This is an optimization exercise on Yosys and OpenROAD, whose aim is small area and a short achievable clock period, not a production implementation. Only simulation tests tie the RTL to the original design; equivalence was not proved. The flow treats the clock pin as an ideal source. Dropping or thinning the clock tree relies on that and would not hold on a real chip. Power and IR drop assume default switching activity.

==> flow/design.v (excerpt) <==
module lightpipe_recv(
    input mclk,
    input rst,
    input adat,
    output reg wclk,
    output reg [23:0] word0,
    output reg [23:0] word1,
    output reg [23:0] word2,
    output reg [23:0] word3,
    output reg [23:0] word4,
    output reg [23:0] word5,
    output reg [23:0] word6,
    output reg [23:0] word7,
    output reg [3:0] user
);
Size: ~620 cells after synthesis, roughly 260 flip-flops, ~200 I/O pins.
clock: 3.0 ns
lec_check: 0
cap_margin: 20
core_margin: 2
core_utilization: 48
place_density: 0.65
setup_slack_margin: 1.5
slew_margin: 20
synth_hierarchical: 1
standard.sh (not shown) runs the stock make flow with config.mk's settings and CLKGATE_MAP_FILE= SYNTH_SCRIPT=/design/flow/synth_recipe.tcl, a recipe that flattens the netlist after the stock synthesis.
==> flow/flow/run.sh <==
#!/bin/bash
# Standard synthesis and layout (standard.sh), except: the ports are buffered
# by the smallest buffer, and the clock tree is a two-level tree built by
# flow/cts.tcl (settings in flow/cts.env).
set -euo pipefail
HERE=$(pwd)
export BUFFER_PORTS_ARGS="-buffer_cell sky130_fd_sc_hd__buf_1"
export PRE_CTS_TCL=$HERE/flow/cts.tcl
export CLOCK_PORT=mclk
source $HERE/flow/cts.env
bash standard.sh > make.log 2>&1
==> flow/flow/cts.env <==
export ROOT_BUF=sky130_fd_sc_hd__clkbuf_16
export LEAF_BUF=sky130_fd_sc_hd__clkbuf_16
export ROOT_COUNT=4
export LEAF_SINKS=20
==> flow/flow/cts.tcl <==
# Clock tree built here in place of TritonCTS: the clock port drives a few
# root buffers, each of which drives leaf buffers, one per cluster of
# flip-flops (k-means on their placed positions). Sourced by ORFS's cts.tcl
# as PRE_CTS_TCL; it then does what the rest of cts.tcl does and writes the
# CTS results itself.

proc kmeans {pts k} {
  # pts: list of {x y}; returns list of cluster index per point
  set n [llength $pts]
  set sorted [lsort -real -index 0 [lmap p $pts {set p}]]
  set cx {}; set cy {}
  for {set i 0} {$i < $k} {incr i} {
    set s [lindex $sorted [expr {int(($i + 0.5) * $n / $k)}]]
    lappend cx [lindex $s 0]; lappend cy [lindex $s 1]
  }
  for {set iter 0} {$iter < 60} {incr iter} {
    set assign {}
    foreach p $pts {
      set best 0; set bd 1e30
      for {set i 0} {$i < $k} {incr i} {
        set d [expr {abs([lindex $p 0] - [lindex $cx $i]) + abs([lindex $p 1] - [lindex $cy $i])}]
        if {$d < $bd} { set bd $d; set best $i }
      }
      lappend assign $best
    }
    set sx [lrepeat $k 0.0]; set sy [lrepeat $k 0.0]; set sc [lrepeat $k 0]
    foreach p $pts a $assign {
      lset sx $a [expr {[lindex $sx $a] + [lindex $p 0]}]
      lset sy $a [expr {[lindex $sy $a] + [lindex $p 1]}]
      lset sc $a [expr {[lindex $sc $a] + 1}]
    }
    for {set i 0} {$i < $k} {incr i} {
      if {[lindex $sc $i] > 0} {
        lset cx $i [expr {[lindex $sx $i] / [lindex $sc $i]}]
        lset cy $i [expr {[lindex $sy $i] / [lindex $sc $i]}]
      }
    }
  }
  return [list $assign $cx $cy $sc]
}

set db [ord::get_db]
set block [ord::get_db_block]
set clkport [$block findBTerm $::env(CLOCK_PORT)]
set clknet [$clkport getNet]
set leaf_master [$db findMaster $::env(LEAF_BUF)]
set root_master [$db findMaster $::env(ROOT_BUF)]
set nroot $::env(ROOT_COUNT)

set sinks {}; set pts {}
foreach it [$clknet getITerms] {
  set bb [[$it getInst] getBBox]
  lappend sinks $it
  lappend pts [list [expr {([$bb xMin] + [$bb xMax]) / 2.0}] [expr {([$bb yMin] + [$bb yMax]) / 2.0}]]
}
set n [llength $sinks]
set k [expr {int(ceil(double($n) / $::env(LEAF_SINKS)))}]
lassign [kmeans $pts $k] assign cx cy sc
puts "custom cts: $n sinks, $k leaf clusters, sizes $sc"

set leaves {}; set lpts {}
for {set i 0} {$i < $k} {incr i} {
  if {[lindex $sc $i] == 0} { lappend leaves {}; continue }
  lappend leaves $i
  lappend lpts [list [lindex $cx $i] [lindex $cy $i]]
}
lassign [kmeans $lpts $nroot] rassign rcx rcy rsc
puts "custom cts: $nroot root clusters, sizes $rsc"

set rootnets {}
for {set r 0} {$r < $nroot} {incr r} {
  if {[lindex $rsc $r] == 0} { lappend rootnets {}; continue }
  set b [odb::dbInst_create $block $root_master clkbuf_root_$r]
  $b setLocation [expr {int([lindex $rcx $r])}] [expr {int([lindex $rcy $r])}]
  $b setPlacementStatus PLACED
  set net [odb::dbNet_create $block clknet_root_$r]
  $net setSigType CLOCK
  [$b findITerm A] connect $clknet
  [$b findITerm X] connect $net
  lappend rootnets $net
}
set leafnet [dict create]
foreach i $leaves r $rassign {
  set b [odb::dbInst_create $block $leaf_master clkbuf_leaf_$i]
  $b setLocation [expr {int([lindex $cx $i])}] [expr {int([lindex $cy $i])}]
  $b setPlacementStatus PLACED
  set net [odb::dbNet_create $block clknet_leaf_$i]
  $net setSigType CLOCK
  [$b findITerm A] connect [lindex $rootnets $r]
  [$b findITerm X] connect $net
  dict set leafnet $i $net
}
foreach it $sinks a $assign {
  $it disconnect
  $it connect [dict get $leafnet $a]
}

set_propagated_clock [all_clocks]
set_placement_padding -global \
  -left $::env(CELL_PAD_IN_SITES_DETAIL_PLACEMENT) \
  -right $::env(CELL_PAD_IN_SITES_DETAIL_PLACEMENT)
detailed_placement
log_cmd estimate_parasitics -placement
report_clock_skew
report_clock_latency

repair_timing_helper
detailed_placement
check_placement -verbose
report_metrics 4 "cts final"
orfs_write_db $::env(RESULTS_DIR)/4_1_cts.odb
orfs_write_sdc $::env(RESULTS_DIR)/4_cts.sdc
exit
==> next run, changes <==
==> flow/flow/cts.env (replaced) <==
export ROOT_BUF=sky130_fd_sc_hd__inv_16
export LEAF_BUF=sky130_fd_sc_hd__inv_16
export ROOT_COUNT=4
export LEAF_SINKS=26
--- a/flow/flow/cts.tcl
+++ b/flow/flow/cts.tcl
@@ -1,5 +1,6 @@
 # Clock tree built here in place of TritonCTS: the clock port drives a few
-# root buffers, each of which drives leaf buffers, one per cluster of
-# flip-flops (k-means on their placed positions). Sourced by ORFS's cts.tcl
+# root buffers (or inverters), each of which drives leaf buffers (or
+# inverters), one per cluster of flip-flops (k-means on their placed
+# positions). With inverters at both levels the clock keeps its polarity. Sourced by ORFS's cts.tcl
 # as PRE_CTS_TCL; it then does what the rest of cts.tcl does and writes the
 # CTS results itself.
@@ -47,4 +48,16 @@
 set root_master [$db findMaster $::env(ROOT_BUF)]
 set nroot $::env(ROOT_COUNT)
+proc out_pin {master} {
+  foreach mt [$master getMTerms] {
+    if {[$mt getSigType] == "SIGNAL" && [$mt getIoType] == "OUTPUT"} { return [$mt getName] }
+  }
+}
+proc in_pin {master} {
+  foreach mt [$master getMTerms] {
+    if {[$mt getSigType] == "SIGNAL" && [$mt getIoType] == "INPUT"} { return [$mt getName] }
+  }
+}
+set root_in [in_pin $root_master]; set root_out [out_pin $root_master]
+set leaf_in [in_pin $leaf_master]; set leaf_out [out_pin $leaf_master]
 
 set sinks {}; set pts {}
@@ -76,6 +89,6 @@
   set net [odb::dbNet_create $block clknet_root_$r]
   $net setSigType CLOCK
-  [$b findITerm A] connect $clknet
-  [$b findITerm X] connect $net
+  [$b findITerm $root_in] connect $clknet
+  [$b findITerm $root_out] connect $net
   lappend rootnets $net
 }
@@ -87,11 +100,15 @@
   set net [odb::dbNet_create $block clknet_leaf_$i]
   $net setSigType CLOCK
-  [$b findITerm A] connect [lindex $rootnets $r]
-  [$b findITerm X] connect $net
+  [$b findITerm $leaf_in] connect [lindex $rootnets $r]
+  [$b findITerm $leaf_out] connect $net
   dict set leafnet $i $net
 }
 foreach it $sinks a $assign {
+  set inst [$it getInst]
+  set dt [$inst isDoNotTouch]
+  $inst setDoNotTouch 0
   $it disconnect
   $it connect [dict get $leafnet $a]
+  $inst setDoNotTouch $dt
 }
 
- CORE_UTILIZATION: 48 -> 55
- PLACE_DENSITY: 0.65 -> 0.7
- SETUP_SLACK_MARGIN: 1.5 -> 1.72
Result: Cell count increases by a few percent; die area decreases by roughly a tenth; routed wire length increases by roughly a tenth.
==> next run, changes <==
- SETUP_SLACK_MARGIN: 1.72 -> 1.65
Effect:
- The changed run produced a clean layout
- worst hold slack barely changes
- final area falls by 0.86%
- cell count stays flat
- sequential share of layout area rises by 0.30 points
- combinational power rises by 7.1%
- setup slack gains 0.068 ns
- routed wire length rises by 2.6%
- area after synthesis does not change
==> next run, changes <==
==> flow/flow/cts.env (replaced) <==
export ROOT_BUF=sky130_fd_sc_hd__clkbuf_16
export LEAF_BUF=sky130_fd_sc_hd__clkbuf_16
export ROOT_COUNT=4
export LEAF_SINKS=26
--- a/flow/flow/cts.tcl
+++ b/flow/flow/cts.tcl
@@ -1,6 +1,5 @@
 # Clock tree built here in place of TritonCTS: the clock port drives a few
-# root buffers (or inverters), each of which drives leaf buffers (or
-# inverters), one per cluster of flip-flops (k-means on their placed
-# positions). With inverters at both levels the clock keeps its polarity. Sourced by ORFS's cts.tcl
+# root buffers, each of which drives leaf buffers, one per cluster of
+# flip-flops (k-means on their placed positions). Sourced by ORFS's cts.tcl
 # as PRE_CTS_TCL; it then does what the rest of cts.tcl does and writes the
 # CTS results itself.
@@ -48,16 +47,4 @@
 set root_master [$db findMaster $::env(ROOT_BUF)]
 set nroot $::env(ROOT_COUNT)
-proc out_pin {master} {
-  foreach mt [$master getMTerms] {
-    if {[$mt getSigType] == "SIGNAL" && [$mt getIoType] == "OUTPUT"} { return [$mt getName] }
-  }
-}
-proc in_pin {master} {
-  foreach mt [$master getMTerms] {
-    if {[$mt getSigType] == "SIGNAL" && [$mt getIoType] == "INPUT"} { return [$mt getName] }
-  }
-}
-set root_in [in_pin $root_master]; set root_out [out_pin $root_master]
-set leaf_in [in_pin $leaf_master]; set leaf_out [out_pin $leaf_master]
 
 set sinks {}; set pts {}
@@ -89,6 +76,6 @@
   set net [odb::dbNet_create $block clknet_root_$r]
   $net setSigType CLOCK
-  [$b findITerm $root_in] connect $clknet
-  [$b findITerm $root_out] connect $net
+  [$b findITerm A] connect $clknet
+  [$b findITerm X] connect $net
   lappend rootnets $net
 }
@@ -100,6 +87,6 @@
   set net [odb::dbNet_create $block clknet_leaf_$i]
   $net setSigType CLOCK
-  [$b findITerm $leaf_in] connect [lindex $rootnets $r]
-  [$b findITerm $leaf_out] connect $net
+  [$b findITerm A] connect [lindex $rootnets $r]
+  [$b findITerm X] connect $net
   dict set leafnet $i $net
 }
- SETUP_SLACK_MARGIN: 1.65 -> 1.42
After rerunning:
- clock power grows by 13%
- global-route usage shrinks by 3.7 points
- maximum frequency shrinks by 3.9%
- hold slack gains 0.0040 ns
In every run of this note, the design's own scripts or RTL, not TritonCTS, make the clock network.

---

ember:
Starting RTL as in the previous note.
==> flow/config.mk <==
export PLATFORM = sky130hd
export DESIGN_NAME = lightpipe_recv
export DESIGN_NICKNAME = lightpipe_recv
export VERILOG_FILES = /design/flow/design.v
export SDC_FILE = /design/flow/constraint.sdc
export NUM_CORES = 4
export LEC_CHECK = 0
export CAP_MARGIN = 20
export CORE_MARGIN = 2
export CORE_UTILIZATION = 55
export PLACE_DENSITY = 0.6
export SETUP_SLACK_MARGIN = 1.5
export SLEW_MARGIN = 20
export SYNTH_HIERARCHICAL = 1
==> flow/constraint.sdc <==
create_clock -name core_clock -period 3.0 [get_ports {mclk}]
set_input_delay 0.6000 -clock core_clock [delete_from_list [all_inputs] [get_ports {mclk}]]
set_output_delay 0.6000 -clock core_clock [all_outputs]
set_load 0.01 [all_outputs]
==> flow/flow/cts.env <==
export ROOT_BUF=sky130_fd_sc_hd__clkbuf_16
export LEAF_BUF=sky130_fd_sc_hd__clkbuf_16
export ROOT_COUNT=4
export LEAF_SINKS=26
==> flow/flow/cts.tcl <==
# Clock tree built here in place of TritonCTS: the clock port drives a few
# root buffers, each of which drives leaf buffers, one per cluster of
# flip-flops (k-means on their placed positions). Sourced by ORFS's cts.tcl
# as PRE_CTS_TCL; it then does what the rest of cts.tcl does and writes the
# CTS results itself.

proc kmeans {pts k} {
  # pts: list of {x y}; returns list of cluster index per point
  set n [llength $pts]
  set sorted [lsort -real -index 0 [lmap p $pts {set p}]]
  set cx {}; set cy {}
  for {set i 0} {$i < $k} {incr i} {
    set s [lindex $sorted [expr {int(($i + 0.5) * $n / $k)}]]
    lappend cx [lindex $s 0]; lappend cy [lindex $s 1]
  }
  for {set iter 0} {$iter < 60} {incr iter} {
    set assign {}
    foreach p $pts {
      set best 0; set bd 1e30
      for {set i 0} {$i < $k} {incr i} {
        set d [expr {abs([lindex $p 0] - [lindex $cx $i]) + abs([lindex $p 1] - [lindex $cy $i])}]
        if {$d < $bd} { set bd $d; set best $i }
      }
      lappend assign $best
    }
    set sx [lrepeat $k 0.0]; set sy [lrepeat $k 0.0]; set sc [lrepeat $k 0]
    foreach p $pts a $assign {
      lset sx $a [expr {[lindex $sx $a] + [lindex $p 0]}]
      lset sy $a [expr {[lindex $sy $a] + [lindex $p 1]}]
      lset sc $a [expr {[lindex $sc $a] + 1}]
    }
    for {set i 0} {$i < $k} {incr i} {
      if {[lindex $sc $i] > 0} {
        lset cx $i [expr {[lindex $sx $i] / [lindex $sc $i]}]
        lset cy $i [expr {[lindex $sy $i] / [lindex $sc $i]}]
      }
    }
  }
  return [list $assign $cx $cy $sc]
}

set db [ord::get_db]
set block [ord::get_db_block]
set clkport [$block findBTerm $::env(CLOCK_PORT)]
set clknet [$clkport getNet]
set leaf_master [$db findMaster $::env(LEAF_BUF)]
set root_master [$db findMaster $::env(ROOT_BUF)]
set nroot $::env(ROOT_COUNT)

set sinks {}; set pts {}
foreach it [$clknet getITerms] {
  set bb [[$it getInst] getBBox]
  lappend sinks $it
  lappend pts [list [expr {([$bb xMin] + [$bb xMax]) / 2.0}] [expr {([$bb yMin] + [$bb yMax]) / 2.0}]]
}
set n [llength $sinks]
set k [expr {int(ceil(double($n) / $::env(LEAF_SINKS)))}]
lassign [kmeans $pts $k] assign cx cy sc
puts "custom cts: $n sinks, $k leaf clusters, sizes $sc"

set leaves {}; set lpts {}
for {set i 0} {$i < $k} {incr i} {
  if {[lindex $sc $i] == 0} { lappend leaves {}; continue }
  lappend leaves $i
  lappend lpts [list [lindex $cx $i] [lindex $cy $i]]
}
lassign [kmeans $lpts $nroot] rassign rcx rcy rsc
puts "custom cts: $nroot root clusters, sizes $rsc"

set rootnets {}
for {set r 0} {$r < $nroot} {incr r} {
  if {[lindex $rsc $r] == 0} { lappend rootnets {}; continue }
  set b [odb::dbInst_create $block $root_master clkbuf_root_$r]
  $b setLocation [expr {int([lindex $rcx $r])}] [expr {int([lindex $rcy $r])}]
  $b setPlacementStatus PLACED
  set net [odb::dbNet_create $block clknet_root_$r]
  $net setSigType CLOCK
  [$b findITerm A] connect $clknet
  [$b findITerm X] connect $net
  lappend rootnets $net
}
set leafnet [dict create]
foreach i $leaves r $rassign {
  set b [odb::dbInst_create $block $leaf_master clkbuf_leaf_$i]
  $b setLocation [expr {int([lindex $cx $i])}] [expr {int([lindex $cy $i])}]
  $b setPlacementStatus PLACED
  set net [odb::dbNet_create $block clknet_leaf_$i]
  $net setSigType CLOCK
  [$b findITerm A] connect [lindex $rootnets $r]
  [$b findITerm X] connect $net
  dict set leafnet $i $net
}
foreach it $sinks a $assign {
  set inst [$it getInst]
  set dt [$inst isDoNotTouch]
  $inst setDoNotTouch 0
  $it disconnect
  $it connect [dict get $leafnet $a]
  $inst setDoNotTouch $dt
}

set_propagated_clock [all_clocks]
set_placement_padding -global \
  -left $::env(CELL_PAD_IN_SITES_DETAIL_PLACEMENT) \
  -right $::env(CELL_PAD_IN_SITES_DETAIL_PLACEMENT)
detailed_placement
log_cmd estimate_parasitics -placement
report_clock_skew
report_clock_latency

repair_timing_helper
detailed_placement
check_placement -verbose
report_metrics 4 "cts final"
orfs_write_db $::env(RESULTS_DIR)/4_1_cts.odb
orfs_write_sdc $::env(RESULTS_DIR)/4_cts.sdc
exit
Scripts as last shown in full above: flow/flow/run.sh
Input changes introduced in zinc (baseline for comparison: ember):
# ember
export LEC_CHECK = 0
export CAP_MARGIN = 20
export CORE_MARGIN = 2
export CORE_UTILIZATION = 55
export PLACE_DENSITY = 0.6
export SETUP_SLACK_MARGIN = 1.5
export SLEW_MARGIN = 20
export SYNTH_HIERARCHICAL = 1
create_clock -name core_clock -period 3.0 [get_ports {mclk}]
# zinc
export LEC_CHECK = 0
export CAP_MARGIN = 20
export CORE_MARGIN = 2
export CORE_UTILIZATION = 78
export PLACE_DENSITY = 0.85
export SETUP_SLACK_MARGIN = 1.5
export SLEW_MARGIN = 20
export SYNTH_HIERARCHICAL = 1
create_clock -name core_clock -period 3.0 [get_ports {mclk}]
-- flow/flow/cts.env --
<<< ember, line 3
export ROOT_COUNT=4
export LEAF_SINKS=26
>>> zinc, line 3
export ROOT_COUNT=4
export LEAF_SINKS=20
-- flow/flow/cts.tcl --
<<< ember, line 93
foreach it $sinks a $assign {
  set inst [$it getInst]
  set dt [$inst isDoNotTouch]
  $inst setDoNotTouch 0
  $it disconnect
  $it connect [dict get $leafnet $a]
  $inst setDoNotTouch $dt
}
>>> zinc, line 93
foreach it $sinks a $assign {
  $it disconnect
  $it connect [dict get $leafnet $a]
}
Findings:
What ended zinc was a tool error in 5_1_grt; the run never finished.
Proportion of synthesized flip-flops having asynchronous set or reset delta (zinc -> ember): insignificant
zinc against ember: cell area after placement went down 0.83%, synthesized cell count held.
#### Input delta (harbor over zinc)
# zinc
export LEC_CHECK = 0
export CAP_MARGIN = 20
export CORE_MARGIN = 2
export CORE_UTILIZATION = 78
export PLACE_DENSITY = 0.85
export SETUP_SLACK_MARGIN = 1.5
export SLEW_MARGIN = 20
export SYNTH_HIERARCHICAL = 1
create_clock -name core_clock -period 3.0 [get_ports {mclk}]
# harbor
export LEC_CHECK = 0
export CAP_MARGIN = 20
export CORE_MARGIN = 2
export CORE_UTILIZATION = 55
export PLACE_DENSITY = 0.7
export SETUP_SLACK_MARGIN = 1.5
export SLEW_MARGIN = 20
export SYNTH_HIERARCHICAL = 1
create_clock -name core_clock -period 3.0 [get_ports {mclk}]
-- flow/flow/run.sh --
<<< zinc, line 6
HERE=$(pwd)
export BUFFER_PORTS_ARGS="-buffer_cell sky130_fd_sc_hd__buf_1"
export PRE_CTS_TCL=$HERE/flow/cts.tcl
>>> harbor, line 6
HERE=$(pwd)
export BUFFER_PORTS_ARGS="-buffer_cell sky130_fd_sc_hd__buf_2"
export PRE_CTS_TCL=$HERE/flow/cts.tcl
-- flow/flow/cts.tcl --
<<< zinc, line 93
foreach it $sinks a $assign {
  $it disconnect
  $it connect [dict get $leafnet $a]
}
>>> harbor, line 93
foreach it $sinks a $assign {
  set inst [$it getInst]
  set dt [$inst isDoNotTouch]
  $inst setDoNotTouch 0
  $it disconnect
  $it connect [dict get $leafnet $a]
  $inst setDoNotTouch $dt
}
--- outcome ---
Compared to zinc, harbor has site row count about 20% higher.
The detailed placer's ending HPWL in harbor sits 2.5% below the value recorded for zinc.
In the flow results for zinc and harbor, the post-cts gate resize count is smaller on harbor.
Both conditions hold for harbor: the flow ran to the end and the final layout passed the timing, design-rule and antenna checks.
Diff zinc -> harbor | floorplan die height | increase of 18%
zinc -> harbor: number of hold buffers added after CTS flat
Die width sits higher in harbor than in zinc.
Changes observed in harbor relative to zinc: cell area after placement now sits higher, area share of fa/ha/maj cells after synthesis now sits at about the same level, unique cell type count in the Yosys netlist now sits at about the same level, number of buffers inserted to repair setup after CTS now sits lower.
> inputs changed (harbor -> sierra)
# harbor
export LEC_CHECK = 0
export CAP_MARGIN = 20
export CORE_MARGIN = 2
export CORE_UTILIZATION = 55
export PLACE_DENSITY = 0.7
export SETUP_SLACK_MARGIN = 1.5
export SLEW_MARGIN = 20
export SYNTH_HIERARCHICAL = 1
create_clock -name core_clock -period 3.0 [get_ports {mclk}]
# sierra
export LEC_CHECK = 0
export CAP_MARGIN = 20
export CORE_MARGIN = 2
export CORE_UTILIZATION = 55
export PLACE_DENSITY = 0.7
export SETUP_SLACK_MARGIN = 1.56
export SLEW_MARGIN = 20
export SYNTH_HIERARCHICAL = 1
create_clock -name core_clock -period 3.0 [get_ports {mclk}]
-- flow/flow/run.sh --
<<< harbor, line 6
HERE=$(pwd)
export BUFFER_PORTS_ARGS="-buffer_cell sky130_fd_sc_hd__buf_2"
export PRE_CTS_TCL=$HERE/flow/cts.tcl
>>> sierra, line 6
HERE=$(pwd)
export BUFFER_PORTS_ARGS="-buffer_cell sky130_fd_sc_hd__buf_1"
export PRE_CTS_TCL=$HERE/flow/cts.tcl
-- flow/flow/cts.env --
<<< harbor, line 3
export ROOT_COUNT=4
export LEAF_SINKS=20
>>> sierra, line 3
export ROOT_COUNT=4
export LEAF_SINKS=26
Findings:
Diff harbor -> sierra | leakage power figure | decrease of 9.2%
Area added between synthesis and finish, sierra and harbor, higher one = harbor.
Worst setup slack for sierra: 0.013 ns down relative to harbor
Comparing sierra and harbor, the lower number of placed cells counting well taps is on sierra.
Looking at share of total power in sequential cells, sierra sits 2.4 points higher than harbor does.
In ember, harbor and sierra the design's own scripts or RTL, not TritonCTS, make the clock network.

## re-timing with driven ports
The flow's constraints put no driver on any port. The routed layouts listed below were extracted and timed again, unchanged, in two steps. Step 1 assumes that a clkbuf_16 drives the clock port and a buf_2 every other input. Step 2 also shifts input and output timing later by t, the mid clock arrival at the registers, as if the neighbouring blocks saw the same clock. Three values: ideal ports, drivers, drivers and shift; two values: the first two.
| run | t, ns | setup WS [ns] | hold slack, ns | worst setup path at the end | slew at the worst register clock pin (ns) |
|---|---|---|---|---|---|
| the first run of note 1 | 0.371 | 1.507 / 1.423 / 1.219 | 0.335 / 0.335 / 0.335 | input to register | 0.09 / 0.09 |
| the second run of note 1 | 0.316 | 1.487 / 1.525 / 1.314 | 0.335 / 0.335 / 0.335 | input to register | 0.09 / 0.09 |
| the third run of note 1 | 0.318 | 1.555 / 1.498 / 1.348 | 0.335 / 0.335 / 0.335 | input to register | 0.09 / 0.09 |
| the fourth run of note 1 | 0.393 | 1.496 / 1.402 / 1.195 | 0.338 / 0.338 / 0.338 | input to register | 0.12 / 0.12 |
| ember | 0.389 | 1.518 / 1.424 / 1.231 | 0.337 / 0.337 / 0.337 | input to register | 0.12 / 0.12 |
| harbor | 0.382 | 1.527 / 1.439 / 1.206 | 0.342 / 0.342 / 0.342 | input to register | 0.09 / 0.09 |
| sierra | 0.383 | 1.513 / 1.490 / 1.185 | 0.336 / 0.336 / 0.336 | input to register | 0.11 / 0.11 |
After both steps setup and hold are still met in every run listed. The setup slack of sierra, which loses most, moves by -0.023 ns with the drivers and by -0.328 ns with both steps.
